What follows belongs to an exercise in optimizing a design on an open flow for small area; a production flow would make more cautious choices.
In this exercise RTL edits were held to simulation tests only and were not proved equivalent to the original.
Power figures rest on the tool's default switching activity, not on a simulated workload.

==> flow/config.mk <==
export PLATFORM = sky130hd
export DESIGN_NAME = dac_and_adc_top
export DESIGN_NICKNAME = dac_and_adc_top
export VERILOG_FILES = /design/flow/design.v
export SDC_FILE = /design/flow/constraint.sdc
export NUM_CORES = 4
export LEC_CHECK = 0
export ABC_AREA = 1
export CAP_MARGIN = 20
export CORE_MARGIN = 2
export CORE_UTILIZATION = 70
export PLACE_DENSITY = 0.75
export SLEW_MARGIN = 20
==> flow/constraint.sdc <==
create_clock -name core_clock -period 20.0 [get_ports {clk}]
set_input_delay 4.0000 -clock core_clock [delete_from_list [all_inputs] [get_ports {clk}]]
set_output_delay 4.0000 -clock core_clock [all_outputs]
set_load 0.01 [all_outputs]
==> flow/design.v <==
module fifo (
    input clock,
    input rst_n,
    input [11:0] data,
    input rdreq,
    input wrreq,
    output almost_empty,
    output almost_full,
    output [11:0] tap,
    output tap_head
);
  reg [11:0] ring[0:31];
  reg [5:0] count;
  reg [4:0] rd_ptr;   
  reg [4:0] wp;   
  reg [4:0] ph;   
  reg pend;   
  wire do_rd = rdreq && (count != 6'd0);
  wire do_wr = wrreq && (count != 6'd32);
  wire put = pend && (ph == wp);
  function [4:0] next;
    input [4:0] s;
    next = {s[3:0], s[4] ^ s[2] ^ (s[3:0] == 4'd0)};
  endfunction
  integer i;
  always @(posedge clock) begin
    ring[0] <= put ? data : ring[31];
    for (i = 1; i < 32; i = i + 1) ring[i] <= ring[i-1];
  end
  always @(posedge clock, negedge rst_n) begin
    if (!rst_n) begin
      rd_ptr <= 5'd0;
      wp <= 5'd0;
      ph <= 5'd0;
      pend <= 1'b0;
      count <= 6'd0;
    end else begin
      ph <= next(ph);
      if (do_rd) rd_ptr <= next(rd_ptr);
      if (put) wp <= next(wp);
      if (do_wr) pend <= 1'b1;
      else if (put) pend <= 1'b0;
      if (do_wr && !do_rd) count <= count + 6'd1;
      else if (do_rd && !do_wr) count <= count - 6'd1;
    end
  end
  assign tap = ring[31];
  assign tap_head = (ph == rd_ptr);
  assign almost_empty = (count < 6'd2);
  assign almost_full = (count >= 6'd30);
endmodule
module rom_data (
    input [2:0] h,
    input [5:0] k,
    output reg [8:0] q,
    output inv,
    output exc
);
  always @(*) begin
    case (k)
      6'd0: q = 9'd128;
      6'd1: q = 9'd131;
      6'd2: q = 9'd135;
      6'd3: q = 9'd139;
      6'd4: q = 9'd143;
      6'd5: q = 9'd147;
      6'd6: q = 9'd151;
      6'd7: q = 9'd155;
      6'd8: q = 9'd159;
      6'd9: q = 9'd163;
      6'd10: q = 9'd166;
      6'd11: q = 9'd170;
      6'd12: q = 9'd174;
      6'd13: q = 9'd177;
      6'd14: q = 9'd181;
      6'd15: q = 9'd185;
      6'd16: q = 9'd188;
      6'd17: q = 9'd192;
      6'd18: q = 9'd195;
      6'd19: q = 9'd198;
      6'd20: q = 9'd201;
      6'd21: q = 9'd205;
      6'd22: q = 9'd208;
      6'd23: q = 9'd211;
      6'd24: q = 9'd214;
      6'd25: q = 9'd217;
      6'd26: q = 9'd219;
      6'd27: q = 9'd222;
      6'd28: q = 9'd225;
      6'd29: q = 9'd227;
      6'd30: q = 9'd230;
      6'd31: q = 9'd232;
      6'd32: q = 9'd234;
      6'd33: q = 9'd236;
      6'd34: q = 9'd238;
      6'd35: q = 9'd240;
      6'd36: q = 9'd242;
      6'd37: q = 9'd244;
      6'd38: q = 9'd245;
      6'd39: q = 9'd247;
      6'd40: q = 9'd248;
      6'd41: q = 9'd249;
      6'd42: q = 9'd251;
      6'd43: q = 9'd252;
      6'd44: q = 9'd253;
      6'd45: q = 9'd253;
      6'd46: q = 9'd254;
      6'd47: q = 9'd255;
      6'd48: q = 9'd255;
      6'd49: q = 9'd255;
      6'd50: q = 9'd255;
      6'd51: q = 9'd256;
      default: q = 9'd0;
    endcase
  end
  assign inv = h[1];
  assign exc = h[2] && k == 6'd17;
endmodule
module key_detect (
    input key_n,
    input clk,
    input rst_n,
    output reg press_up
);
  localparam unsigned Idle = 2'b00, WaitDown = 2'b01, Down = 2'b10, WaitUp = 2'b11;
  localparam [16:0] FullState = 17'd104525;
  reg [1:0] state;
  reg [16:0] cnt;
  reg key_nq1, key_nq2, key_nq3, key_nq4;
  always @(posedge clk) begin
    key_nq1 <= key_n;
    key_nq2 <= key_nq1;
    key_nq3 <= key_nq2;
    key_nq4 <= key_nq3;
  end
  wire p_edge = !key_nq4 && key_nq3;
  wire n_edge = key_nq4 && !key_nq3;
  wire en_cnt = state[0];
  wire cnt_full = (cnt == FullState);
  always @(posedge clk, negedge rst_n) begin
    if (!rst_n) begin
      state <= Idle;
      press_up <= 1'b0;
    end else begin
      press_up <= 1'b0;
      case (state)
        Idle: if (n_edge) state <= WaitDown;
        WaitDown:
        if (p_edge) state <= Idle;
        else if (cnt_full) state <= Down;
        Down: if (p_edge) state <= WaitUp;
        WaitUp:
        if (n_edge) state <= Down;
        else if (cnt_full) begin
          state <= Idle;
          press_up <= 1'b1;
        end
      endcase
    end
  end
  always @(posedge clk) begin
    if (en_cnt) cnt <= {~cnt[15:0], cnt[16] ^ cnt[13]};
    else cnt <= 17'd0;
  end
endmodule
module dac_tlv5618 (
    input clk,
    input rst_n,
    input sending_start,
    output reg sending_done,
    input [8:0] q,
    input inv,
    input exc,
    output dac_cs_n,
    output reg dac_din,
    output reg dac_sclk
);
  reg en;
  reg div;
  reg [5:0] seq;
  wire tick = en && div;
  wire last = seq[5] && seq[0];   
  assign dac_cs_n = (seq == 6'd0);
  wire [3:0] j = 4'd15 - seq[4:1];
  wire [15:0] q16 = {7'd0, q};
  wire [15:0] c191 = 16'd191;
  wire q_bit = q16[j];
  wire word_bit = exc ? c191[j] : inv ? ~(q_bit | q[8] | j[3]) : q_bit;
  always @(posedge clk) begin
    div <= en && !div;
  end
  always @(posedge clk, negedge rst_n) begin
    if (!rst_n) en <= 1'b0;
    else if (sending_start) en <= 1'b1;
    else if (sending_done) en <= 1'b0;
  end
  always @(posedge clk, negedge rst_n) begin
    if (!rst_n) begin
      seq <= 6'd0;
      sending_done <= 1'b0;
      dac_din <= 1'b0;
      dac_sclk <= 1'b0;
    end else begin
      if (!en) seq <= 6'd0;
      else if (div) seq <= last ? 6'd0 : seq + 6'd1;
      sending_done <= div && last;
      if (tick) begin
        dac_sclk <= ~seq[0] | seq[5];
        if (!seq[0] && !seq[5]) begin
          if (seq[4:1] < 4'd7) dac_din <= 1'b0;
          else dac_din <= word_bit;
        end
      end
    end
  end
endmodule
module test_dac_tlv5618 (
    input clk,
    input rst_n,
    input press_up,
    output dac_cs_n,
    output dac_din,
    output dac_sclk
);
  reg [2:0] h;
  reg [5:0] c;
  reg ahead;
  reg sending_start;
  reg done_q1, done_q2;
  wire sending_done;
  wire [8:0] q;
  wire inv, exc;
  wire down = h[0];
  wire [5:0] k = c ^ {6{down}};
  rom_data rom_data_dut (
      .h(h),
      .k(k),
      .q(q),
      .inv(inv),
      .exc(exc)
  );
  dac_tlv5618 dac_tlv5618_dut (
      .clk(clk),
      .rst_n(rst_n),
      .sending_start(sending_start),
      .sending_done(sending_done),
      .q(q),
      .inv(inv),
      .exc(exc),
      .dac_cs_n(dac_cs_n),
      .dac_din(dac_din),
      .dac_sclk(dac_sclk)
  );
  wire c_end = c[5] & c[4] & c[1] & c[0] & (!down | (c[3] & c[2]));
  always @(posedge clk, negedge rst_n) begin
    if (!rst_n) begin
      h <= 3'd0;
      c <= 6'd0;
      ahead <= 1'b0;
      sending_start <= 1'b0;
      done_q1 <= 1'b0;
      done_q2 <= 1'b0;
    end else begin
      sending_start <= press_up || sending_done;
      done_q1 <= sending_done;
      done_q2 <= done_q1;   
      ahead <= done_q2 || (ahead && !sending_start);
      if (sending_start && ahead) begin
        if (!c_end) c <= c + 6'd1;
        else if (h[2]) begin
          h <= 3'd0;
          c <= 6'd0;
        end else begin
          h <= h + 3'd1;
          c <= down ? 6'd1 : 6'd13;
        end
      end
    end
  end
endmodule
module uart_byte_tx (
    input [11:0] tap,
    input tap_head,
    input sel_high,
    input rst_n,
    input en_send,
    input clk,
    output reg tx,
    output reg tx_done
);
  localparam [8:0] EndState = 9'd292;
  reg [8:0] cnt;
  reg [3:0] cnt_bit;   
  reg next_bit;
  wire cnt_end = (cnt == EndState);
  wire last_bit = cnt_bit[3] & cnt_bit[0];
  wire [7:0] tap_byte = sel_high ? {4'b0, tap[11:8]} : tap[7:0];
  always @(posedge clk) begin
    if (en_send && !cnt_end) cnt <= {~cnt[7:0], cnt[8] ^ cnt[4]};
    else cnt <= 9'd0;
    if (!en_send) cnt_bit <= 4'd0;
    else if (cnt_end) cnt_bit <= last_bit ? 4'd0 : cnt_bit + 4'd1;
  end
  always @(posedge clk, negedge rst_n) begin
    if (!rst_n) tx_done <= 1'b0;
    else tx_done <= en_send && cnt_end && last_bit;
  end
  always @(posedge clk) begin
    if (tap_head) next_bit <= tap_byte[cnt_bit[2:0]];
  end
  always @(posedge clk, negedge rst_n) begin
    if (!rst_n) tx <= 1'b1;
    else if (!en_send) tx <= 1'b1;
    else if (cnt_bit == 4'd0) tx <= 1'b0;
    else if (last_bit) tx <= 1'b1;
    else if (cnt == 9'd0) tx <= next_bit;
  end
endmodule
module adc_adc128s022 (
    input clk,
    input rst_n,
    input receiving_start,
    output reg receiving_done,
    output reg [11:0] data,
    output adc_cs_n,
    output adc_sclk,
    output adc_din,
    input adc_dout
);
  reg en;
  reg [3:0] seq_hi;
  reg seq_lo;
  reg [2:0] div;
  wire [7:0] cnt = {seq_hi, seq_lo, div};
  wire [4:0] seq = cnt[7:3];
  wire tick = en && (cnt[2:0] == 3'd7);
  assign adc_cs_n = ~en;
  assign adc_sclk = ~cnt[3];
  assign adc_din = 1'b0;
  always @(posedge clk, negedge rst_n) begin
    if (!rst_n) en <= 1'b0;
    else if (receiving_start) en <= 1'b1;
    else if (receiving_done) en <= 1'b0;
  end
  wire [7:0] cnt_next = en ? cnt + 8'd1 : 8'd0;
  always @(posedge clk, negedge rst_n) begin
    if (!rst_n) begin
      seq_lo <= 1'b0;
      receiving_done <= 1'b0;
    end else begin
      seq_lo <= cnt_next[3];
      receiving_done <= en && (cnt == 8'hff);
    end
  end
  always @(posedge clk) begin
    seq_hi <= cnt_next[7:4];
    div <= cnt_next[2:0];
  end
  always @(posedge clk) begin
    if (tick && seq[0] && (seq >= 5'd9)) data <= {data[10:0], adc_dout};
  end
endmodule
module ctrl_fifo2uart (
    input clk,
    input rst_n,
    input start_all,
    output reg fifo_rdreq,
    input fifo_almost_full,
    input fifo_almost_empty,
    output reg uart_en_send,
    output reg sel_fifo_data,
    input uart_tx_done,
    input adc_receiving_done,
    output reg adc_receiving_start
);
  localparam unsigned Idle = 2'b00, Receiving = 2'b01, Sending = 2'b11;
  reg [1:0] state;
  reg start;
  always @(posedge clk, negedge rst_n) begin
    if (!rst_n) sel_fifo_data <= 1'b0;
    else if (uart_tx_done) sel_fifo_data <= ~sel_fifo_data;
  end
  always @(posedge clk, negedge rst_n) begin
    if (!rst_n) begin
      fifo_rdreq <= 1'b0;
      uart_en_send <= 1'b0;
      adc_receiving_start <= 1'b0;
    end else begin
      fifo_rdreq <= uart_tx_done && sel_fifo_data;
      uart_en_send <= (state == Sending);
      adc_receiving_start <= start_all || start || (state == Receiving && adc_receiving_done);
    end
  end
  always @(posedge clk, negedge rst_n) begin
    if (!rst_n) begin
      state <= Idle;
      start <= 1'b0;
    end else begin
      case (state)
        Idle: if (start_all) state <= Receiving;
        Receiving: begin
          start <= 1'b0;
          if (adc_receiving_done && fifo_almost_full) state <= Sending;
        end
        Sending:
        if (uart_tx_done && fifo_almost_empty) begin
          start <= 1'b1;
          state <= Receiving;
        end
        default: begin
          start <= 1'b0;
          state <= Idle;
        end
      endcase
    end
  end
endmodule
module dac_and_adc_top (
    input clk,
    input rst_n,
    output tx,   
    output adc_cs_n,
    output adc_sclk,
    output adc_din,
    input adc_dout,
    input key_n,   
    output dac_cs_n,
    output dac_din,
    output dac_sclk
);
  wire tx_done;
  wire fifo_rdreq;
  wire [11:0] tap;
  wire tap_head;
  wire sel_high;
  wire [11:0] adc_data;
  wire almost_empty, almost_full;
  wire uart_en_send;
  wire adc_receiving_start;
  wire adc_receiving_done;
  wire start_all;
  ctrl_fifo2uart ctrl_fifo2uart_dut (
      .clk(clk),
      .rst_n(rst_n),
      .start_all(start_all),
      .fifo_rdreq(fifo_rdreq),
      .fifo_almost_full(almost_full),
      .fifo_almost_empty(almost_empty),
      .uart_en_send(uart_en_send),
      .sel_fifo_data(sel_high),
      .uart_tx_done(tx_done),
      .adc_receiving_start(adc_receiving_start),
      .adc_receiving_done(adc_receiving_done)
  );
  uart_byte_tx uart_byte_tx_dut (
      .tap(tap),
      .tap_head(tap_head),
      .sel_high(sel_high),
      .rst_n(rst_n),
      .en_send(uart_en_send),
      .clk(clk),
      .tx(tx),
      .tx_done(tx_done)
  );
  fifo fifo_dut (
      .clock(clk),
      .rst_n(rst_n),
      .data(adc_data),
      .rdreq(fifo_rdreq),
      .wrreq(adc_receiving_done),
      .almost_empty(almost_empty),
      .almost_full(almost_full),
      .tap(tap),
      .tap_head(tap_head)
  );
  adc_adc128s022 adc_adc128s022_dut (
      .clk(clk),
      .rst_n(rst_n),
      .receiving_start(adc_receiving_start),
      .receiving_done(adc_receiving_done),
      .data(adc_data),
      .adc_cs_n(adc_cs_n),
      .adc_sclk(adc_sclk),
      .adc_din(adc_din),
      .adc_dout(adc_dout)
  );
  key_detect key_detect_dut (
      .key_n(key_n),
      .clk(clk),
      .rst_n(rst_n),
      .press_up(start_all)
  );
  test_dac_tlv5618 test_dac_tlv5618_dut (
      .clk(clk),
      .rst_n(rst_n),
      .press_up(start_all),
      .dac_cs_n(dac_cs_n),
      .dac_din(dac_din),
      .dac_sclk(dac_sclk)
  );
endmodule
==> flow/flow/run.sh <==
#!/bin/bash
# The standard layout (the standard.sh: standard synthesis, floorplan,
# placement, routing) with two changes:
#  * a smaller clock tree: clkbuf_8 buffers only, sink clusters of up to 20
#    flip-flops within 50 um, and no dummy loads;
#  * the input and output ports are buffered with buf_1.
set -euo pipefail
export CTS_ARGS="-sink_clustering_enable -repair_clock_nets -dont_use_dummy_load -buf_list {sky130_fd_sc_hd__clkbuf_8} -sink_clustering_size 20 -sink_clustering_max_diameter 50"
export BUFFER_PORTS_ARGS="-buffer_cell sky130_fd_sc_hd__buf_1"
bash standard.sh > standard.log 2>&1
==> flow/standard.sh <==
#!/bin/bash
# synth_recipe.tcl (not shown) runs the flow's synth.tcl, then flattens the netlist and writes it again
# the make line also repeats each setting of config.mk as NAME=value (left out here)
make -C /OpenROAD-flow-scripts/flow DESIGN_CONFIG=/design/flow/config.mk WORK_HOME=/design/flow/orfs CLKGATE_MAP_FILE= SYNTH_SCRIPT=/design/flow/synth_recipe.tcl "${@:-finish}"
==> impl_metrics.tcl, run 1 <==
set metrics [dict create \
    status "finished clean" \
    grt_pass1_wl_mm 30.4 \
    via_count 6692 \
    cts_resized 0 \
    use_met1_pct 27.9 \
    critical-path-top-delay-family "flip-flops" \
    synth_enable_flop_cells 13 \
    initial_utilization_pct 71.1 \
    vdd_drop_max_mv 0.0857 \
    slowest_delay_ps 470 \
    final-max-slew-violation-count 0 \
    cts_setup_buffers 0 \
    use_met3_pct 2.87 \
    crit_slowest_cell "dfrtp_1" \
    synthTopCellsByArea "dfxtp_1 (64%), dfrtp_1 (11%), nand2_1 (4.6%)" \
    hp-class "flop to flop" \
    crit_type "flop to output port" \
    worst_pin_slew_ps 755 \
    fp.dieW_um 142 \
    fin_setup_tns_ps 0 \
    instances_no_fill 1342 \
    drc 0 \
    reg2reg_slack_ps 16870 \
    async_flop_share_pct 12.0 \
    row_count 50 \
    fmax_ghz 0.174 \
    core_mm2 0.0186 \
    wl_mm 18.1 \
    dp_hpwl_mm 11.8 \
    grt.total_usage_pct 18.5 \
    antenna_found_initial 0 \
    clk_pin_slew_ps 110 \
    ys_seq_area_share_pct 78.6 \
    netlist_instances 1079 \
    syn_nets 1104 \
    synth_top_area_share_pct 64.3 \
    grt_max_degree 61 \
    cts_tree "yes" \
    cts-buffers-inserted 31 \
    dp_cells 1311 \
    min_period_ps 5760 \
    place_congestion 0.837 \
    slew_headroom_pct 49.6 \
    hold_viol 0 \
    crit_path_max_fanout 7 \
    endpoint_kind "output port" \
    finalCritPeriodShare_pct 28.8 \
    required_ps 16000 \
    drive_gt1_share_pct 4.69 \
    die_area_mm2 0.0201 \
    clk_latency_ps 560 \
    cp-start-kind "flop" \
    synthFlopType "dfxtp_1" \
    path_cells "inv_1 -> ha_1 -> nand3_1 -> nor2_1 -> buf_1" \
    grt.busiest_layer "met2" \
    grt_pass1_vias 6425 \
    viasPerCell 4.99 \
    worst-path-buf-inv 2 \
    synth_cell_type_count 42 \
    setup_viol 0 \
    synth_area_mm2 0.0133 \
    root_buffer "clkbuf_8" \
    yosysTopAreaCell "dfxtp_1" \
    clock-sinks 499 \
    ctsHoldBuffers 0 \
    ant_nets 0 \
    firstDrtPassIters 4 \
    htreeDepth 1 \
    nNetsFinal 1135 \
    diodes 0 \
    avgSynthCellArea_um2 12.3 \
    drt_iter0_markers 361 \
    wire_per_inst_um 13.5 \
    synth_commonest_cells "dfxtp_1 (426), nand2_1 (163), inv_1 (91), nor2_1 (70), dfrtp_1 (59)" \
    power.density_mw_per_mm2 105 \
    grt_remaining_overflow 0 \
    rsz0062_at_grt "false" \
    clk_path_buf_depth 3 \
    area_growth_pct 5.15 \
    die_h_um 142 \
    io_pins 11 \
    io_buffers 9 \
    critPathArrivalTime_ps 1760 \
    synth_seq_cells 499 \
    leakagePower_nw 6.04 \
    drv_cap 0 \
    yosysMostFrequentCell "dfxtp_1" \
    grt_use_met2_pct 28.4 \
    ys_warn_count 9 \
    skew_ps 53.7 \
]
==> layout make-up <==
class                      count  area, µm²
sequential                   499      10400
fill                        1251       4700
multi-input combinational    471       2390
clock buffer                  31        427
inverter                      96        365
tap                          234        293
timing repair buffer          11       50.0
==> report_power, final <==
group	switching (mW)	internal, mW
registers	0.0109	1.02
clock network	0.260	0.139
logic	0.0193	0.0113
total	0.290	1.17
==> cells by family after synthesis <==
family / count (synthesis) / share of synthesized area (%)
xor gates and xnor gates: 16 / 1.06
buffers and inverters: 109 / 3.41
and+or+nand+nor: 328 / 10.6
other: 1 / 0.0283
DFF: 499 / 78.6
AOI/OAI and AO/OA: 105 / 4.30
adders and majority gates: 21 / 2.04
==> sequential cells by signal (all words and copies together) (netlist names), 2 cells and up <==
| name | cells |
|---|---|
| fifo_dut.ring | 384 |
| key_detect_dut.cnt | 17 |
| adc_adc128s022_dut.data | 12 |
| uart_byte_tx_dut.cnt | 9 |
| fifo_dut.count | 6 |
| test_dac_tlv5618_dut.c | 6 |
| test_dac_tlv5618_dut.dac_tlv5618_dut.seq | 6 |
| fifo_dut.ph | 5 |
| fifo_dut.rd_ptr | 5 |
| fifo_dut.wp | 5 |
| adc_adc128s022_dut.seq_hi | 4 |
| uart_byte_tx_dut.cnt_bit | 4 |
| adc_adc128s022_dut.div | 3 |
| test_dac_tlv5618_dut.h | 3 |
| ctrl_fifo2uart_dut.state | 2 |
| key_detect_dut.state | 2 |
==> final timing paths <==
kind,startpoint,end,cells past startpoint
min in group asynchronous,rst_n,fifo_dut.count[3],2
max in group asynchronous,rst_n,test_dac_tlv5618_dut.dac_tlv5618_dut.seq[3],2
max reg2reg,fifo_dut.count[1],fifo_dut.count[5],15
min,fifo_dut.ring[9][9],fifo_dut.ring[10][9],0
max,test_dac_tlv5618_dut.dac_tlv5618_dut.seq[1],dac_cs_n,5
min reg2reg,fifo_dut.ring[9][9],fifo_dut.ring[10][9],0
==> routing by layer <==
| layer | vias to the layer above | wire, µm |
|---|---|---|
| li1 | 3470 | - |
| met4 | 0 | 446 |
| met2 | 92 | 7710 |
| met3 | 34 | 595 |
| met5 | - | 0 |
| met1 | 3096 | 9300 |
==> through the flow <==
step	util (%)	instance area, µm²	power (mW)	setup slack, ps	hold slack (ps)
final	74.8	13900	1.46	14240	304
after floorplan	-	13300	1.07	15050	310
after global routing	74.8	13900	1.52	14070	306
after detailed placement	72.5	13500	1.08	14830	312
after global placement	72.5	13500	1.08	14850	311
after CTS	74.8	13900	1.47	14200	310
==> cells in the final DEF, fill, tap and decap left out, types with 8 or more instances in the layout <==
cell,count
xor2_1,9
dfrtp_1,59
buf_1,8
clkbuf_8,31
edfxtp_1,13
a21oi_1,29
nor4_1,9
inv_1,91
dfxtp_1,426
nand3_1,52
o21ai_0,50
o22ai_1,9
ha_1,20
nor2_1,70
nand2_1,163
nor3_1,12
==> run 2, diff against run 1 <==
--- a/flow/design.v
+++ b/flow/design.v
@@ -13,5 +13,4 @@
   reg [5:0] count;
-  reg [4:0] rd_ptr;   
-  reg [4:0] wp;   
-  reg [4:0] ph;   
+  reg [4:0] d_rd;
+  reg [4:0] d_wr;
   reg pend;   
@@ -19,6 +18,6 @@
   wire do_wr = wrreq && (count != 6'd32);
-  wire put = pend && (ph == wp);
-  function [4:0] next;
+  wire put = pend && (d_wr == 5'd0);
+  function [4:0] step;
     input [4:0] s;
-    next = {s[3:0], s[4] ^ s[2] ^ (s[3:0] == 4'd0)};
+    step = {s[3:0], s[4] ^ s[2] ^ (s[3:0] == 4'd0)};
   endfunction
@@ -31,5 +30,4 @@
     if (!rst_n) begin
-      rd_ptr <= 5'd0;
-      wp <= 5'd0;
-      ph <= 5'd0;
+      d_rd <= 5'd0;
+      d_wr <= 5'd0;
       pend <= 1'b0;
@@ -37,5 +35,4 @@
     end else begin
-      ph <= next(ph);
-      if (do_rd) rd_ptr <= next(rd_ptr);
-      if (put) wp <= next(wp);
+      if (!do_rd) d_rd <= step(d_rd);
+      if (!put) d_wr <= step(d_wr);
       if (do_wr) pend <= 1'b1;
@@ -47,3 +44,3 @@
   assign tap = ring[31];
-  assign tap_head = (ph == rd_ptr);
+  assign tap_head = (d_rd == 5'd0);
   assign almost_empty = (count < 6'd2);
==> flow/flow/run.sh (replaced) <==
#!/bin/bash
# The standard layout (standard.sh) with these changes:
#  * synthesis: the standard flow's synthesis script, with Yosys's abc (the mapping of
#    the logic between registers) run with flow/abc_area.script, a stronger
#    area-oriented ABC script; everything else, registers included, is as in
#    the standard synthesis;
#  * a smaller clock tree: clkbuf_8 buffers only, sink clusters of up to 20
#    flip-flops within 50 um, and no dummy loads;
#  * the input and output ports are buffered with buf_1.
# The make output goes to standard.log; ORFS keeps each step's log under
# orfs/logs.
set -euo pipefail
here=$(pwd)
export FLOW_ABC_SCRIPT="$here/flow/abc_area.script"
export CTS_ARGS="-sink_clustering_enable -repair_clock_nets -dont_use_dummy_load -buf_list {sky130_fd_sc_hd__clkbuf_8} -sink_clustering_size 20 -sink_clustering_max_diameter 50"
export BUFFER_PORTS_ARGS="-buffer_cell sky130_fd_sc_hd__buf_1"
{ head -n 1 synth_recipe.tcl; cat flow/abc_override.tcl; tail -n +2 synth_recipe.tcl; } > my_synth.tcl
sed "s|SYNTH_SCRIPT=[^ ]*|SYNTH_SCRIPT=$here/my_synth.tcl|" standard.sh > my_standard.sh
grep -q "SYNTH_SCRIPT=$here/my_synth.tcl" my_standard.sh
bash my_standard.sh > standard.log 2>&1
==> flow/flow/abc_area.script (new file) <==
strash
balance -l
resub -K 6 -l
rewrite -l
resub -K 6 -N 2 -l
refactor -l
resub -K 8 -l
balance -l
resub -K 8 -N 2 -l
rewrite -l
resub -K 10 -l
rewrite -z -l
resub -K 10 -N 2 -l
balance -l
resub -K 12 -l
refactor -z -l
resub -K 12 -N 2 -l
rewrite -z -l
balance -l
dc2
&get -n
&dch -f
&nf -p
&put
topo
dnsize -c
==> flow/flow/abc_override.tcl (new file) <==
# Run Yosys's abc with flow/abc_area.script in place of the script ORFS
# picks; every other argument (liberty, dont_use, -D, -constr) is kept.
proc abc {args} {
  set i [lsearch -exact $args -script]
  if { $i >= 0 } { set args [lreplace $args $i [expr {$i + 1}] -script $::env(FLOW_ABC_SCRIPT)] }
  yosys abc {*}$args
}
==> run 2 against run 1 <==
Against the previous run:
- routed wire length up 6.8%
- synthesized cell count down 20%
- worst hold slack worse by 52 ps
- register-to-register slack worse by 680 ps
- synthesized area down 4.6%
- largest cell class unchanged
- largest power group unchanged
==> impl_metrics.tcl, run 2 <==
set metrics [dict create \
    synthFlopType "dfxtp_1" \
    synth_seq_cells 494 \
    ys_warn_count 9 \
    firstDrtPassIters 6 \
    nNetsFinal 931 \
    htreeDepth 1 \
    clk_path_buf_depth 3 \
    worst_pin_slew_ps 986 \
    wire_per_inst_um 17.0 \
    clock-sinks 494 \
    grt_remaining_overflow 0 \
    grt_pass1_vias 6265 \
    dp_cells 1102 \
    grt_max_degree 56 \
    viasPerCell 5.32 \
    grt_pass1_wl_mm 32.0 \
    leakagePower_nw 5.55 \
    antenna_found_initial 0 \
    syn_nets 890 \
    endpoint_kind "output port" \
    clk_pin_slew_ps 100 \
    cts_resized 0 \
    yosysTopAreaCell "dfxtp_1" \
    drc 0 \
    setup_viol 0 \
    regMostFlops "fifo_dut.ring" \
    clk_latency_ps 610 \
    cts_tree "yes" \
    ys_seq_area_share_pct 81.4 \
    layout_commonest_cell "dfxtp_1" \
    drt_iter0_markers 354 \
    netlist_instances 865 \
    crit_type "flop to output port" \
    synth_enable_flop_cells 13 \
    slew_headroom_pct 33.7 \
    synth_commonest_cells "dfxtp_1 (426), dfrtp_1 (54), nor2_1 (46), nand2_1 (44), o21ai_0 (32)" \
    die_h_um 138 \
    avgSynthCellArea_um2 14.6 \
    most-common-layout-cells "dfxtp_1 (426), dfrtp_1 (54), nor2_1 (46)" \
    skew_ps 74.3 \
    power.density_mw_per_mm2 106 \
    ctsHoldBuffers 0 \
    reg_top3 "fifo_dut.ring: 384 flops, key_detect_dut.cnt: 17 flops, adc_adc128s022_dut.data: 12 flops" \
    core_mm2 0.0178 \
    crit_path_max_fanout 11 \
    synth_area_mm2 0.0126 \
    diodes 0 \
    cp-start-kind "flop" \
    finalCritPeriodShare_pct 28.4 \
    ant_nets 0 \
    instances_no_fill 1133 \
    row_count 49 \
    area_growth_pct 6.06 \
    grt.total_usage_pct 20.8 \
    vdd_drop_max_mv 0.0974 \
    required_ps 16000 \
    dp_hpwl_mm 12.5 \
    timing.hold.ws_ps 252 \
    rsz0062_at_grt "false" \
    drive_gt1_share_pct 4.54 \
    io_pins 11 \
    fp.dieW_um 138 \
    io_buffers 9 \
    wl_mm 19.3 \
    hold_viol 0 \
    drv_cap 0 \
    fmax_ghz 0.176 \
    place_congestion 0.848 \
    via_count 6033 \
    cts_setup_buffers 0 \
    initial_utilization_pct 70.9 \
    synth_top_area_share_pct 67.4 \
    final-max-slew-violation-count 0 \
    synth_cell_type_count 54 \
    yosysMostFrequentCell "dfxtp_1" \
    cts-buffers-inserted 31 \
    async_flop_share_pct 11.1 \
    critPathArrivalTime_ps 1690 \
    fin_setup_tns_ps 0 \
    status "finished clean" \
    min_period_ps 5690 \
    hp-class "flop to flop" \
    largest_reg_flops 384 \
    power_mw 1.42 \
    synthTopCellsByArea "dfxtp_1 (67%), dfrtp_1 (11%), edfxtp_1 (3.1%)" \
    die_area_mm2 0.0192 \
    root_buffer "clkbuf_8" \
]
run 2: layout make-up:
| cell class | count | area, µm² |
|---|---|---|
| well taps | 229 | 287 |
| repair buffers | 13 | 65.1 |
| flip-flops and latches | 494 | 10300 |
| clock buffers | 31 | 427 |
| fillers | 973 | 4430 |
| multi-input cells | 348 | 2270 |
| inverters | 18 | 67.6 |
run 2: through the flow:
stage	util, %	setup WS [ps]	cell area [µm²]
floorplan	-	15090	12600
global placement	72.8	14960	13000
detailed placement	72.8	14910	13000
CTS	75.2	14300	13400
global route	75.2	14240	13400
finish	75.2	14310	13400
run 2: power by group:
group | switching, mW | internal (mW) | leakage, nW
clock network | 0.261 | 0.139 | 0.223
logic | 0.00580 | 0.00523 | 1.03
registers | 0.00776 | 0.998 | 4.30
total | 0.275 | 1.14 | 5.55
run 2: metal layers:
metal / GRT usage (%) / up-vias / routed length, µm
li1: - / 2946 / -
met1: 29.5 / 2895 / 8870
met2: 33.6 / 152 / 9030
met3: 3.01 / 40 / 877
met4: 6.98 / 0 / 512
met5: 0 / - / 0
run 2: worst max-delay path, cell delays in order, from the launching register on:
cell and delay [ps]:
dfrtp_1 540, clkinv_1 120, ha_1 220, and3_1 140, buf_1 120
run 2: final timing paths:
path,startpoint,endpoint,slack [ps],cells past startpoint
setup / recovery,test_dac_tlv5618_dut.dac_tlv5618_dut.seq[0],dac_cs_n,14310,4
hold / removal,fifo_dut.ring[4][1],fifo_dut.ring[5][1],250,0
setup reg to reg,test_dac_tlv5618_dut.h[0],test_dac_tlv5618_dut.dac_tlv5618_dut.dac_din,16190,12
hold reg to reg,fifo_dut.ring[4][1],fifo_dut.ring[5][1],250,0
max in group asynchronous,rst_n,test_dac_tlv5618_dut.dac_tlv5618_dut.seq[2],15930,2
min in group asynchronous,rst_n,adc_adc128s022_dut.en,3490,2
run 2: kinds of logic after synthesis:
group           share of synthesized area, %
fa+ha+maj                               2.14
xor+xnor                                1.32
mux                                     2.30
other cells                           0.0297
buf+inv                                0.712
flops                                   81.4
compound gates                          5.06
simple gates                            7.04
==> run 3, diff against run 2 <==
--- a/flow/flow/run.sh
+++ b/flow/flow/run.sh
@@ -14,3 +14,3 @@
 export FLOW_ABC_SCRIPT="$here/flow/abc_area.script"
-export CTS_ARGS="-sink_clustering_enable -repair_clock_nets -dont_use_dummy_load -buf_list {sky130_fd_sc_hd__clkbuf_8} -sink_clustering_size 20 -sink_clustering_max_diameter 50"
+export CTS_ARGS="-sink_clustering_enable -repair_clock_nets -dont_use_dummy_load -buf_list {sky130_fd_sc_hd__clkbuf_8} -sink_clustering_size 18 -sink_clustering_max_diameter 45"
 export BUFFER_PORTS_ARGS="-buffer_cell sky130_fd_sc_hd__buf_1"
==> run 3 against run 2 <==
Against the previous run:
- final area rose by 0.41%
- core utilization rose by 0.31 points
- sequential share of layout area fell by 0.31 points
- power rose by 2.2%
- critical path depth did not move
- sequential cell count did not move
- sequential power barely moved
- cell count rose by 0.35%
- critical path type unchanged
- critical endpoint unchanged
- largest cell class unchanged
==> impl_metrics.tcl, run 3 <==
set metrics [dict create \
    status "finished clean" \
    most-common-layout-cells "dfxtp_1 (426), dfrtp_1 (54), nor2_1 (46)" \
    hp-class "flop to flop" \
    htreeDepth 2 \
    hold_viol 0 \
    synth_top_area_share_pct 67.4 \
    vdd_drop_max_mv 0.0848 \
    skew_ps 71.3 \
    avgSynthCellArea_um2 14.6 \
    antenna_found_initial 0 \
    dp_hpwl_mm 12.5 \
    clk_latency_ps 540 \
    instances_no_fill 1137 \
    register_area_mm2 0.0103 \
    firstDrtPassIters 6 \
    synth_commonest_cells "dfxtp_1 (426), dfrtp_1 (54), nor2_1 (46), nand2_1 (44), o21ai_0 (32)" \
    area_growth_pct 6.50 \
    p_clk_share_pct 29.8 \
    regMostFlops "fifo_dut.ring" \
    drv_cap 0 \
    via_count 6151 \
    drive_gt1_share_pct 4.96 \
    cp-start-kind "flop" \
    synth_seq_cells 494 \
    cts_tree "yes" \
    worst_pin_slew_ps 978 \
    async_flop_share_pct 11.1 \
    endpoint_kind "output port" \
    nNetsFinal 935 \
    fmax_ghz 0.179 \
    grt_max_degree 56 \
    root_buffer "clkbuf_8" \
    seqPwrFrac_pct 69.5 \
    diodes 0 \
    synth_cell_type_count 54 \
    die_h_um 138 \
    synthFlopType "dfxtp_1" \
    crit_path_max_fanout 11 \
    clk_path_buf_depth 3 \
    place_area_mm2 0.0130 \
    grt_remaining_overflow 0 \
    io_pins 11 \
    p_comb_share_pct 0.8 \
    synth_area_mm2 0.0126 \
    cts-buffers-inserted 35 \
    final-max-slew-violation-count 0 \
    min_period_ps 5590 \
    row_count 49 \
    cts_setup_buffers 0 \
    synth_enable_flop_cells 13 \
    wire_per_inst_um 18.3 \
    fin_setup_tns_ps 0 \
    drc 0 \
    clock-sinks 494 \
    multi_input_area_mm2 0.00227 \
    critPathArrivalTime_ps 1590 \
    finalCritPeriodShare_pct 28.0 \
    pre_cts_ws_ps 14910 \
    power.internal_mw 1.16 \
    grt_pass1_vias 6525 \
    design_area_mm2 0.0135 \
    ys_warn_count 9 \
    finalWorstSetupSlack_ps 14410 \
    required_ps 16000 \
    ant_nets 0 \
    final_util_pct 75.5 \
    io_buffers 9 \
    fillCellCount 951 \
    reg_top3 "fifo_dut.ring: 384 flops, key_detect_dut.cnt: 17 flops, adc_adc128s022_dut.data: 12 flops" \
    rsz0062_at_grt "false" \
    layout_commonest_cell "dfxtp_1" \
    power.density_mw_per_mm2 107 \
    slew_headroom_pct 34.3 \
    die_area_mm2 0.0192 \
    dp_cells 1102 \
    syn_nets 890 \
    grt_pass1_wl_mm 34.0 \
    netlist_instances 865 \
    core_mm2 0.0178 \
    ys_seq_area_share_pct 81.4 \
    initial_utilization_pct 70.9 \
    ctsHoldBuffers 0 \
    synthTopCellsByArea "dfxtp_1 (67%), dfrtp_1 (11%), edfxtp_1 (3.1%)" \
    yosysMostFrequentCell "dfxtp_1" \
    grt.total_usage_pct 22.5 \
    cts_resized 0 \
    crit_type "flop to output port" \
    fp.dieW_um 138 \
    yosysTopAreaCell "dfxtp_1" \
    leakagePower_nw 5.58 \
    viasPerCell 5.41 \
    place_congestion 0.848 \
    setup_viol 0 \
    power_switching_uw 286 \
    largest_reg_flops 384 \
    wl_mm 20.8 \
    clk_pin_slew_ps 100 \
    switching_share_pct 19.8 \
    drt_iter0_markers 427 \
]
-- run 3: cell type report --
type	instances	share of cell area [%]
Multi-Input combinational cell	348	16.9
Tap cell	229	2.13
Timing Repair Buffer	13	0.483
Clock buffer	35	3.58
Sequential cell	494	76.4
Inverter	18	0.502
-- run 3: path summary, 6_finish.rpt --
kind,from,end,slack [ps],depth (start not counted)
setup / recovery,test_dac_tlv5618_dut.dac_tlv5618_dut.seq[0],dac_cs_n,14410,4
hold / removal,fifo_dut.ring[20][0],fifo_dut.ring[21][0],310,0
setup reg to reg,test_dac_tlv5618_dut.h[0],test_dac_tlv5618_dut.dac_tlv5618_dut.dac_din,16180,12
hold reg to reg,fifo_dut.ring[20][0],fifo_dut.ring[21][0],310,0
max in group asynchronous,rst_n,test_dac_tlv5618_dut.dac_tlv5618_dut.seq[3],15880,2
min in group asynchronous,rst_n,adc_adc128s022_dut.en,3580,2
-- run 3: kinds of logic (layout without fill, tap and decap cells) --
kind of cell	Yosys count	after routing	synth area share [%]
compound gates	104	104	5.06
xor+xnor	19	19	1.32
fa+ha+maj	21	21	2.14
buf+inv	23	66	0.712
flops	494	494	81.4
mux	23	23	2.30
other cells	1	1	0.0297
simple gates	180	180	7.04
-- run 3: power groups by stage --
| stage | combinational (mW) | sequential, mW | clock [mW] |
|---|---|---|---|
| floorplan | 0.00700 | 1.02 | 0 |
| global placement | 0.00979 | 1.03 | 0 |
| detailed placement | 0.0112 | 1.03 | 0 |
| CTS | 0.0113 | 1.01 | 0.440 |
| global route | 0.0127 | 1.01 | 0.473 |
| finish | 0.0110 | 1.01 | 0.431 |
-- run 3: stage by stage --
stage	total power, mW	hold slack (ps)
after floorplan	1.03	310
after global placement	1.04	310
after detailed placement	1.04	312
final	1.45	309
after CTS	1.46	312
after global routing	1.49	318
-- run 3: per-layer routing --
metal,up-vias,track usage [%],share of wire [%]
met5,-,0,0
met4,0,7.41,2.7
met3,50,4.43,4.4
met2,146,37.5,49
met1,2995,30.3,44
li1,2960,-,-
-- run 3: critical path, stage by stage (launching register included) --
cell and delay (ps):
dfrtp_1 530, clkinv_1 120, ha_1 220, and3_1 140
buf_1 120
==> run 4, diff against run 3 <==
--- a/flow/design.v
+++ b/flow/design.v
@@ -179,3 +179,3 @@
   wire last = seq[5] && seq[0];   
-  assign dac_cs_n = (seq == 6'd0);
+  assign dac_cs_n = !en || (seq == 6'd0);
   wire [3:0] j = 4'd15 - seq[4:1];
@@ -187,2 +187,4 @@
     div <= en && !div;
+    if (!en) seq <= 6'd0;
+    else if (div) seq <= last ? 6'd0 : seq + 6'd1;
   end
@@ -195,3 +197,2 @@
     if (!rst_n) begin
-      seq <= 6'd0;
       sending_done <= 1'b0;
@@ -200,5 +201,3 @@
     end else begin
-      if (!en) seq <= 6'd0;
-      else if (div) seq <= last ? 6'd0 : seq + 6'd1;
-      sending_done <= div && last;
+      sending_done <= en && div && last;
       if (tick) begin
@@ -334,3 +333,3 @@
   assign adc_cs_n = ~en;
-  assign adc_sclk = ~cnt[3];
+  assign adc_sclk = ~(en & cnt[3]);
   assign adc_din = 1'b0;
@@ -344,6 +343,4 @@
     if (!rst_n) begin
-      seq_lo <= 1'b0;
       receiving_done <= 1'b0;
     end else begin
-      seq_lo <= cnt_next[3];
       receiving_done <= en && (cnt == 8'hff);
@@ -353,2 +350,3 @@
     seq_hi <= cnt_next[7:4];
+    seq_lo <= cnt_next[3];
     div <= cnt_next[2:0];
@@ -379,5 +377,5 @@
   end
+  always @(posedge clk) fifo_rdreq <= uart_tx_done && sel_fifo_data;
   always @(posedge clk, negedge rst_n) begin
     if (!rst_n) begin
-      fifo_rdreq <= 1'b0;
       uart_en_send <= 1'b0;
@@ -385,3 +383,2 @@
     end else begin
-      fifo_rdreq <= uart_tx_done && sel_fifo_data;
       uart_en_send <= (state == Sending);
--- a/flow/flow/run.sh
+++ b/flow/flow/run.sh
@@ -6,4 +6,4 @@
 #    the standard synthesis;
-#  * a smaller clock tree: clkbuf_8 buffers only, sink clusters of up to 20
-#    flip-flops within 50 um, and no dummy loads;
+#  * a smaller clock tree: clkbuf_8 buffers only, sink clusters of up to 18
+#    flip-flops within 45 um, and no dummy loads;
 #  * the input and output ports are buffered with buf_1.
--- a/flow/flow/abc_area.script
+++ b/flow/flow/abc_area.script
@@ -24,2 +24,7 @@
 &put
+strash
+&get -n
+&dch -f
+&nf -p
+&put
 topo
==> run 4 against run 3 <==
Against the previous run:
- critical endpoint unchanged
- clock power grew 2%
- still clean on timing, DRC and antenna
- critical path type unchanged
- highest routed layer unchanged
- core utilization decreased by 0.22 points
- synthesized cell count fell by 1.2%
- sequential share of layout area decreased by 0.070 points
- power increased by 0.35%
- sequential cell count did not move
==> impl_metrics.tcl, run 4 <==
set metrics [dict create \
    yosysTopAreaCell "dfxtp_1" \
    min_period_ps 5930 \
    synth_area_mm2 0.0126 \
    ys_seq_area_share_pct 81.3 \
    endpoint_kind "output port" \
    hp-class "flop to flop" \
    cts_tree "yes" \
    wl_mm 18.6 \
    ant_nets 0 \
    grt_remaining_overflow 0 \
    synthTopCellsByArea "dfxtp_1 (69%), dfrtp_1 (9.1%), edfxtp_1 (3.1%)" \
    drv_cap 0 \
    cts_resized 0 \
    grt.total_usage_pct 20.3 \
    layout_commonest_cell "dfxtp_1" \
    initial_utilization_pct 70.7 \
    timing.hold.ws_ps 300 \
    finalCritPeriodShare_pct 29.6 \
    min_from "key_detect_dut.key_nq2" \
    area_growth_pct 6.50 \
    wire_per_inst_um 16.6 \
    yosysMostFrequentCell "dfxtp_1" \
    most-common-layout-cells "dfxtp_1 (434), dfrtp_1 (46), nor2_1 (45)" \
    clk_pin_slew_ps 70 \
    leakagePower_nw 5.49 \
    dp_hpwl_mm 11.6 \
    root_buffer "clkbuf_8" \
    async_flop_share_pct 9.51 \
    vdd_drop_max_mv 0.0881 \
    p_clk_share_pct 30.1 \
    cp-start-kind "flop" \
    fillCellCount 972 \
    power_switching_uw 283 \
    row_count 49 \
    drt_iter0_markers 345 \
    final-max-slew-violation-count 0 \
    synth_top_area_share_pct 68.9 \
    synth_commonest_cells "dfxtp_1 (434), dfrtp_1 (46), nor2_1 (46), nand2_1 (41), o21ai_0 (30)" \
    antenna_found_initial 0 \
    reg2reg_slack_ps 16230 \
    regMostFlops "fifo_dut.ring" \
    htreeDepth 2 \
    power_mw 1.45 \
    power.internal_mw 1.17 \
    seqPwrFrac_pct 69.2 \
    synth_enable_flop_cells 13 \
    synthFlopType "dfxtp_1" \
    syn_nets 880 \
    place_congestion 0.837 \
    rsz0062_at_grt "false" \
    clk_latency_ps 540 \
    io_pins 11 \
    drc 0 \
    diodes 0 \
    clk_path_buf_depth 3 \
    fp.dieW_um 138 \
    largest_reg_flops 384 \
    instances_no_fill 1125 \
    drive_gt1_share_pct 4.91 \
    fmax_ghz 0.169 \
    design_area_mm2 0.0134 \
    p_comb_share_pct 0.7 \
    synth_cell_type_count 58 \
    slew_headroom_pct 32.6 \
    cts_setup_buffers 0 \
    power.density_mw_per_mm2 108 \
    grt_pass1_vias 6123 \
    setup_viol 0 \
    required_ps 16000 \
    dp_cells 1088 \
    status "finished clean" \
    via_count 5922 \
    ff2ff_path_depth 12 \
    skew_ps 73.7 \
    die_area_mm2 0.0191 \
    worstHoldPathCells 0 \
    ys_warn_count 9 \
    clock-sinks 494 \
    switching_share_pct 19.5 \
    netlist_instances 855 \
    worstHoldEndpoint "key_detect_dut.key_nq3" \
    critPathArrivalTime_ps 1930 \
    hold_viol 0 \
    avgSynthCellArea_um2 14.7 \
    crit_type "flop to output port" \
    nNetsFinal 923 \
    crit_path_max_fanout 13 \
    core_mm2 0.0178 \
    io_buffers 9 \
    rr_endpoint "test_dac_tlv5618_dut.dac_tlv5618_dut.dac_din" \
    worst_pin_slew_ps 1000 \
    reg_top3 "fifo_dut.ring: 384 flops, key_detect_dut.cnt: 17 flops, adc_adc128s022_dut.data: 12 flops" \
    synth_seq_cells 494 \
    grt_max_degree 48 \
    fin_setup_tns_ps 0 \
    ctsHoldBuffers 0 \
    grt_pass1_wl_mm 31.2 \
    cts-buffers-inserted 37 \
    viasPerCell 5.26 \
    r2r_start "test_dac_tlv5618_dut.h[0]" \
    firstDrtPassIters 5 \
    place_area_mm2 0.0129 \
    die_h_um 138 \
]
[run 4: power by group through the flow]
stage          combinational (mW)  clock (mW)  sequential (mW)
3_3_place_gp              0.00945           0             1.03
5_1_grt                    0.0118       0.477             1.01
2_1_floorplan             0.00706           0             1.02
3_5_place_dp               0.0104           0             1.03
6_report                   0.0102       0.438             1.00
4_1_cts                    0.0104       0.449             1.00
[run 4: worst max-delay path: stages (launching register included)]
cell and delay [ps]:
dfxtp_1 440, clkinv_1 120, ha_1 130, or4b_1 410, o21ai_0 170, buf_1 170
[run 4: cell type report]
cell class | instances | area, µm² | area share (%)
Inverter | 14 | 52.6 | 0.391
Timing Repair Buffer | 9 | 37.5 | 0.280
Multi-Input combinational cell | 342 | 2290 | 17.0
Sequential cell | 494 | 10300 | 76.4
Clock buffer | 37 | 509 | 3.79
Tap cell | 229 | 287 | 2.13
[run 4: worst max-delay path by stage]
stage | start | to | cells after the start
after floorplan | test_dac_tlv5618_dut.dac_tlv5618_dut.seq[1] | dac_cs_n | 4
after global placement | test_dac_tlv5618_dut.dac_tlv5618_dut.seq[1] | dac_cs_n | 5
after detailed placement | test_dac_tlv5618_dut.dac_tlv5618_dut.seq[1] | dac_cs_n | 5
after CTS | test_dac_tlv5618_dut.dac_tlv5618_dut.seq[1] | dac_cs_n | 5
after global routing | test_dac_tlv5618_dut.dac_tlv5618_dut.seq[1] | dac_cs_n | 5
final | test_dac_tlv5618_dut.dac_tlv5618_dut.seq[1] | dac_cs_n | 5
[run 4: logic make-up after synthesis]
family / count (synthesis) / share of synthesized area (%)
flops: 494 / 81.3
simple gates: 172 / 6.85
compound gates: 103 / 5.23
xor+xnor: 23 / 1.60
mux: 22 / 2.22
fa+ha+maj: 21 / 2.14
buf+inv: 19 / 0.595
other cells: 1 / 0.0297
[run 4: per-layer routing]
| metal | track usage [%] | part of all wire [%] | up-vias |
|---|---|---|---|
| met3 | 3.88 | 3.8 | 39 |
| li1 | - | - | 2931 |
| met5 | 0 | 0 | - |
| met4 | 6.66 | 2.2 | 0 |
| met2 | 32.3 | 47 | 117 |
| met1 | 28.6 | 47 | 2835 |
[run 4: through the flow]
step / utilization [%] / setup slack, ps
3_3_place_gp: 72.4 / 14610
2_1_floorplan: - / 14720
3_5_place_dp: 72.4 / 14600
5_1_grt: 75.3 / 13950
4_1_cts: 75.2 / 14060
6_report: 75.3 / 14070
==> run 5, diff against run 4 <==
--- a/flow/design.v
+++ b/flow/design.v
@@ -372,3 +372,3 @@
   reg [1:0] state;
-  reg start;
+  wire start = (state == Receiving) && uart_en_send;
   always @(posedge clk, negedge rst_n) begin
@@ -388,21 +388,9 @@
   always @(posedge clk, negedge rst_n) begin
-    if (!rst_n) begin
-      state <= Idle;
-      start <= 1'b0;
-    end else begin
+    if (!rst_n) state <= Idle;
+    else begin
       case (state)
         Idle: if (start_all) state <= Receiving;
-        Receiving: begin
-          start <= 1'b0;
-          if (adc_receiving_done && fifo_almost_full) state <= Sending;
-        end
-        Sending:
-        if (uart_tx_done && fifo_almost_empty) begin
-          start <= 1'b1;
-          state <= Receiving;
-        end
-        default: begin
-          start <= 1'b0;
-          state <= Idle;
-        end
+        Receiving: if (adc_receiving_done && fifo_almost_full) state <= Sending;
+        Sending: if (uart_tx_done && fifo_almost_empty) state <= Receiving;
+        default: state <= Idle;
       endcase
==> run 5 against run 4 <==
Against the previous run:
- still clean on timing, DRC and antenna
- synthesized cell count rose by 0.82%
- register-to-register slack lost 230 ps
- global-route usage is 3.3 points higher
- sequential power is essentially flat
- cell count grew 0.80%
- count of clock-buffer cells in the layout fell by 1
- setup slack improved by 250 ps
- clock skew grew 8.7 ps
- largest cell class unchanged
==> impl_metrics.tcl, run 5 <==
set metrics [dict create \
    status "finished clean" \
    fin_setup_tns_ps 0 \
    clk_pin_slew_ps 100 \
    crit_path_max_fanout 11 \
    syn_nets 887 \
    synth_top_family_by_area "simple AND/OR/NAND/NOR gates" \
    grt_pass1_wl_mm 35.1 \
    finalCritPeriodShare_pct 28.4 \
    leakagePower_nw 5.48 \
    synth_xor_area_share_pct 1.46 \
    critical-path-top-delay-family "flip-flops" \
    area_growth_pct 6.52 \
    synth_cell_type_count 56 \
    die_area_mm2 0.0190 \
    worst-path-buf-inv 2 \
    async_flop_share_pct 9.33 \
    synth_top_area_share_pct 69.1 \
    skew_ps 82.4 \
    rr_endpoint "test_dac_tlv5618_dut.dac_tlv5618_dut.dac_din" \
    required_ps 16000 \
    netlist_instances 862 \
    synth_mux_area_share_pct 2.41 \
    r2r_start "test_dac_tlv5618_dut.h[0]" \
    core_mm2 0.0178 \
    synth_commonest_cells "dfxtp_1 (434), nor2_1 (47), dfrtp_1 (45), nand2_1 (43), o21ai_0 (28)" \
    grt_remaining_overflow 0 \
    viasPerCell 5.43 \
    place_congestion 0.808 \
    drive_gt1_share_pct 4.97 \
    crit_type "flop to output port" \
    slowest_delay_ps 540 \
    io_buffers 9 \
    fmax_ghz 0.176 \
    io_pins 11 \
    cts_resized 0 \
    row_count 49 \
    diodes 0 \
    initial_utilization_pct 70.7 \
    synth_enable_flop_cells 13 \
    seqPwrFrac_pct 69.1 \
    switching_share_pct 19.9 \
    dp_hpwl_mm 12.7 \
    clock-sinks 493 \
    htreeDepth 2 \
    firstDrtPassIters 5 \
    wl_mm 21.7 \
    via_count 6159 \
    vdd_drop_max_mv 0.0895 \
    cts_tree "yes" \
    instances_no_fill 1134 \
    root_buffer "clkbuf_8" \
    cts_setup_buffers 0 \
    most-common-layout-cells "dfxtp_1 (434), nor2_1 (47), dfrtp_1 (45)" \
    nNetsFinal 932 \
    hold_viol 0 \
    synth_compound_area_share_pct 4.94 \
    slew_headroom_pct 38.8 \
    largest_reg_flops 384 \
    drt_iter0_markers 457 \
    worstHoldPathCells 0 \
    fp.dieW_um 138 \
    path_cells "clkinv_1 -> ha_1 -> nand2_1 -> o21ai_0 -> buf_1" \
    ctsHoldBuffers 0 \
    power_mw 1.45 \
    yosysTopAreaCell "dfxtp_1" \
    p_comb_share_pct 0.8 \
    cp-start-kind "flop" \
    reg_top3 "fifo_dut.ring: 384 flops, key_detect_dut.cnt: 17 flops, adc_adc128s022_dut.data: 12 flops" \
    synth_area_mm2 0.0126 \
    final_util_pct 75.3 \
    p_clk_share_pct 30.2 \
    clk_path_buf_depth 3 \
    worst_pin_slew_ps 914 \
    die_h_um 138 \
    rsz0062_at_grt "false" \
    worstHoldEndpoint "fifo_dut.ring[20][6]" \
    cts-buffers-inserted 36 \
    power.density_mw_per_mm2 108 \
    final-max-slew-violation-count 0 \
    critPathArrivalTime_ps 1680 \
    ant_nets 0 \
    antenna_found_initial 0 \
    drc 0 \
    synth-simple-area-share_pct 6.83 \
    place_area_mm2 0.0129 \
    reg2reg_slack_ps 16000 \
    synthTopCellsByArea "dfxtp_1 (69%), dfrtp_1 (9.0%), edfxtp_1 (3.1%)" \
    grt.total_usage_pct 23.5 \
    dp_cells 1098 \
    power_switching_uw 289 \
    setup_viol 0 \
    synth_seq_cells 493 \
    avgSynthCellArea_um2 14.6 \
    yosysMostFrequentCell "dfxtp_1" \
    synth_fa_ha_area_share_pct 2.15 \
    crit_slowest_cell "dfxtp_1" \
    power.internal_mw 1.16 \
    synthFlopType "dfxtp_1" \
    design_area_mm2 0.0134 \
    min_period_ps 5680 \
    ys_warn_count 9 \
    wire_per_inst_um 19.2 \
    clk_latency_ps 560 \
    regMostFlops "fifo_dut.ring" \
    hp-class "flop to flop" \
    grt_max_degree 47 \
    layout_commonest_cell "dfxtp_1" \
    grt_pass1_vias 6416 \
    drv_cap 0 \
    endpoint_kind "output port" \
    ff2ff_path_depth 11 \
    ys_seq_area_share_pct 81.4 \
    min_from "fifo_dut.ring[19][6]" \
]
## run 5: layer usage
layer  global-route usage (%)  share of wire, %
met1                     31.2                42
met2                     40.6                51
met3                     3.81               4.4
met4                     6.87               2.2
met5                        0                 0
## run 5: final cells by class
class / count / area [µm²]
Sequential cell: 493 / 10200
Inverter: 21 / 78.8
Timing Repair Buffer: 12 / 60.1
Clock buffer: 36 / 495
Tap cell: 229 / 287
Fill cell: 949 / 4390
Multi-Input combinational cell: 343 / 2240
## run 5: worst max-delay path by stage
stage / startpoint / endpoint / slack (ps) / cells after the start
floorplan: test_dac_tlv5618_dut.dac_tlv5618_dut.seq[1] / dac_cs_n / 15070 / 4
global placement: test_dac_tlv5618_dut.dac_tlv5618_dut.seq[1] / dac_cs_n / 14890 / 5
detailed placement: test_dac_tlv5618_dut.dac_tlv5618_dut.seq[1] / dac_cs_n / 14830 / 5
CTS: test_dac_tlv5618_dut.dac_tlv5618_dut.seq[1] / dac_cs_n / 14320 / 5
global route: test_dac_tlv5618_dut.dac_tlv5618_dut.seq[1] / dac_cs_n / 14210 / 5
finish: test_dac_tlv5618_dut.dac_tlv5618_dut.seq[1] / dac_cs_n / 14320 / 5
## run 5: stage by stage
| stage | hold slack, ps | worst slack [ps] |
|---|---|---|
| 6_report | 304 | 14320 |
| 3_5_place_dp | 312 | 14830 |
| 5_1_grt | 313 | 14210 |
| 3_3_place_gp | 310 | 14890 |
| 4_1_cts | 304 | 14320 |
| 2_1_floorplan | 310 | 15070 |
## run 5: cells by family (layout without fill, tap and decap cells)
kind of cell | Yosys count | after routing
xor+xnor | 21 | 21
simple gates | 178 | 178
mux | 23 | 23
buf+inv | 26 | 69
fa+ha+maj | 21 | 21
other cells | 1 | 1
flops | 493 | 493
compound gates | 99 | 99
## run 5: power by group through the flow
stage / clock network [mW] / registers [mW] / logic [mW]
finish: 0.438 / 1.00 / 0.0114
global route: 0.479 / 1.00 / 0.0129
CTS: 0.446 / 1.00 / 0.0116
detailed placement: 0 / 1.03 / 0.0115
global placement: 0 / 1.02 / 0.00998
floorplan: 0 / 1.02 / 0.00748
## run 5: worst reg2reg max path: cells and delay by family (launching register included)
kind,cells,cell delay (ps)
AOI/OAI and AO/OA,6,1400
xor gates and xnor gates,1,690
adders and majority gates,1,300
buffers and inverters,1,270
DFF,1,610
and+or+nand+nor,2,580
==> run 6, diff against run 5 <==
--- a/flow/config.mk
+++ b/flow/config.mk
@@ -10,4 +10,4 @@
 export CORE_MARGIN = 2
-export CORE_UTILIZATION = 70
-export PLACE_DENSITY = 0.75
+export CORE_UTILIZATION = 80
+export PLACE_DENSITY = 0.85
 export SLEW_MARGIN = 20
==> run 6 against run 5 <==
Against the previous run:
- count of clock-buffer cells in the layout down 2
- critical path type unchanged
- largest cell class unchanged
- largest power group unchanged
- first-iteration DRC count up 96%
- clock power shrank 1%
- core utilization is 12 points higher
==> impl_metrics.tcl, run 6 <==
set metrics [dict create \
    status "finished clean" \
    dp_cells 1077 \
    final-max-slew-violation-count 0 \
    nNetsFinal 928 \
    fin_setup_tns_ps 0 \
    ff2ff_path_depth 12 \
    grt_max_degree 47 \
    grt_pass1_vias 7262 \
    largest_reg_flops 384 \
    fillCellCount 505 \
    cts_resized 0 \
    finalCritPeriodShare_pct 28.9 \
    rsz0062_at_grt "false" \
    synthFlopType "dfxtp_1" \
    grt_remaining_overflow 0 \
    cts_tree "yes" \
    worstHoldEndpoint "fifo_dut.ring[22][7]" \
    fmax_ghz 0.173 \
    setup_viol 0 \
    avgSynthCellArea_um2 14.6 \
    grt.total_usage_pct 36.1 \
    die_h_um 129 \
    leakagePower_nw 5.45 \
    crit_type "flop to output port" \
    via_count 6939 \
    hp-class "flop to flop" \
    worst_pin_slew_ps 1070 \
    crit_path_max_fanout 11 \
    cts-buffers-inserted 34 \
    synth_seq_cells 493 \
    async_flop_share_pct 9.33 \
    synth_enable_flop_cells 13 \
    drive_gt1_share_pct 4.77 \
    io_pins 11 \
    yosysTopAreaCell "dfxtp_1" \
    firstDrtPassIters 8 \
    synth_top_area_share_pct 69.1 \
    rr_endpoint "test_dac_tlv5618_dut.dac_tlv5618_dut.dac_din" \
    cp-start-kind "flop" \
    instances_no_fill 1113 \
    die_area_mm2 0.0167 \
    root_buffer "clkbuf_8" \
    syn_nets 887 \
    required_ps 16000 \
    hold_viol 0 \
    dp_hpwl_mm 17.3 \
    ant_nets 0 \
    area_growth_pct 6.13 \
    drt_iter0_markers 896 \
    initial_utilization_pct 82.4 \
    wl_mm 28.7 \
    cts_setup_buffers 0 \
    synthTopCellsByArea "dfxtp_1 (69%), dfrtp_1 (9.0%), edfxtp_1 (3.1%)" \
    synth_cell_type_count 56 \
    clk_path_buf_depth 3 \
    reg_top3 "fifo_dut.ring: 384 flops, key_detect_dut.cnt: 17 flops, adc_adc128s022_dut.data: 12 flops" \
    vdd_drop_max_mv 0.106 \
    clk_latency_ps 560 \
    clk_pin_slew_ps 110 \
    layout_commonest_cell "dfxtp_1" \
    min_from "fifo_dut.ring[21][7]" \
    ys_warn_count 9 \
    place_congestion 0.879 \
    netlist_instances 862 \
    regMostFlops "fifo_dut.ring" \
    worstHoldPathCells 0 \
    drc 0 \
    fp.dieW_um 129 \
    reg2reg_slack_ps 15720 \
    htreeDepth 2 \
    r2r_start "test_dac_tlv5618_dut.h[0]" \
    antenna_found_initial 5 \
    ys_seq_area_share_pct 81.4 \
    grt_pass1_wl_mm 43.4 \
    row_count 45 \
    core_mm2 0.0153 \
    critPathArrivalTime_ps 1790 \
    endpoint_kind "output port" \
    viasPerCell 6.23 \
    ctsHoldBuffers 0 \
    synth_area_mm2 0.0126 \
    clock-sinks 493 \
    io_buffers 9 \
    yosysMostFrequentCell "dfxtp_1" \
    power.density_mw_per_mm2 109 \
    skew_ps 71.9 \
    synth_commonest_cells "dfxtp_1 (434), nor2_1 (47), dfrtp_1 (45), nand2_1 (43), o21ai_0 (28)" \
    slew_headroom_pct 28.2 \
    most-common-layout-cells "dfxtp_1 (434), nor2_1 (46), dfrtp_1 (45)" \
    drv_cap 0 \
    min_period_ps 5790 \
    wire_per_inst_um 25.8 \
]
run 6: cell types whose count changed in the layout (fill, tap and decap cells not counted):
cell      change
xnor2_2       +1
xnor2_1       -1
clkbuf_8      -2
buf_4         -3
diode_2       +1
nor2_2        +1
buf_6         +1
nor2_1        -1
run 6: final cells by class:
cell class | instances | area, µm² | area share (%)
Antenna cell | 1 | 2.50 | 0.0188
Clock buffer | 34 | 468 | 3.51
Inverter | 21 | 78.8 | 0.591
Multi-Input combinational cell | 343 | 2250 | 16.9
Sequential cell | 493 | 10200 | 76.7
Tap cell | 211 | 264 | 1.98
Timing Repair Buffer | 10 | 48.8 | 0.366
run 6: critical path, stage by stage, from the launching register on:
cell and delay, ps:
dfxtp_1 610, clkinv_1 170, ha_1 220, nand2_1 50, o21ai_0 60, buf_1 150
run 6: how the worst max path moves through the flow:
| stage | startpoint | endpoint | slack [ps] |
|---|---|---|---|
| 6_report | test_dac_tlv5618_dut.dac_tlv5618_dut.seq[1] | dac_cs_n | 14210 |
| 5_1_grt | test_dac_tlv5618_dut.dac_tlv5618_dut.seq[1] | dac_cs_n | 14120 |
| 4_1_cts | test_dac_tlv5618_dut.dac_tlv5618_dut.seq[1] | dac_cs_n | 14260 |
| 3_5_place_dp | test_dac_tlv5618_dut.dac_tlv5618_dut.seq[1] | dac_cs_n | 14840 |
| 3_3_place_gp | test_dac_tlv5618_dut.dac_tlv5618_dut.seq[1] | dac_cs_n | 14880 |
| 2_1_floorplan | test_dac_tlv5618_dut.dac_tlv5618_dut.seq[1] | dac_cs_n | 15070 |
run 6: metrics by stage:
stage	total power [mW]	instance area [µm²]	setup WS (ps)	utilization, %	hold WS (ps)
after floorplan	1.03	12600	15070	-	310
after global placement	1.03	12800	14880	84.2	311
after detailed placement	1.04	12800	14840	84.2	312
after CTS	1.45	13300	14260	87.3	313
after global routing	1.49	13300	14120	87.4	310
final	1.45	13300	14210	87.4	320
run 6: power by group:
group	total [mW]	switching (mW)	internal, mW	leakage [nW]
clock network	0.433	0.279	0.154	0.244
logic	0.0130	0.00742	0.00558	0.974
registers	1.00	0.00908	0.995	4.23
run 6: routing by layer:
metal,global-route usage [%],up-vias,wire length [µm]
met4,25.3,6,2460
met5,0,-,41
met3,11.3,225,2650
met2,57.8,521,13500
li1,-,2935,-
met1,41.5,3252,10100
run 6: cell families (layout without fill, tap and decap cells):
group / count (synthesis) / count (layout) / synth area share, %
compound gates: 99 / 99 / 4.94
simple gates: 178 / 178 / 6.83
mux: 23 / 23 / 2.41
fa+ha+maj: 21 / 21 / 2.15
other cells: 1 / 2 / 0.0298
buf+inv: 26 / 65 / 0.806
flops: 493 / 493 / 81.4
xor+xnor: 21 / 21 / 1.46

[what the ideal ports hide]
No port has a modelled driver above. Below, the same layouts with a new extraction and two added sets of constraints.
Step 1 sets driving cells, clkbuf_16 on the clock port and buf_2 on the other inputs (assumed; they add their load-dependent delay and slew).
Step 2, shift: input delay + t, output delay - t, t = (earliest + latest rising clock arrival at the registers) / 2. This alone moves slack from input paths to output paths.
Slacks: ideal / step 1 / step 2; pairs: ideal / step 1.
run	t, ns	setup slack, ns	worst data-port slew with drivers (ns)
run 1	0.590	14.243 / 14.203 / 14.793	0.03
run 2	0.598	14.314 / 14.277 / 14.875	0.03
run 3	0.548	14.405 / 14.365 / 14.913	0.03
run 4	0.555	14.071 / 14.031 / 14.586	0.03
run 5	0.552	14.321 / 14.280 / 14.832	0.03
run 6	0.563	14.212 / 14.175 / 14.738	0.03
After both steps every run listed still meets setup and hold.
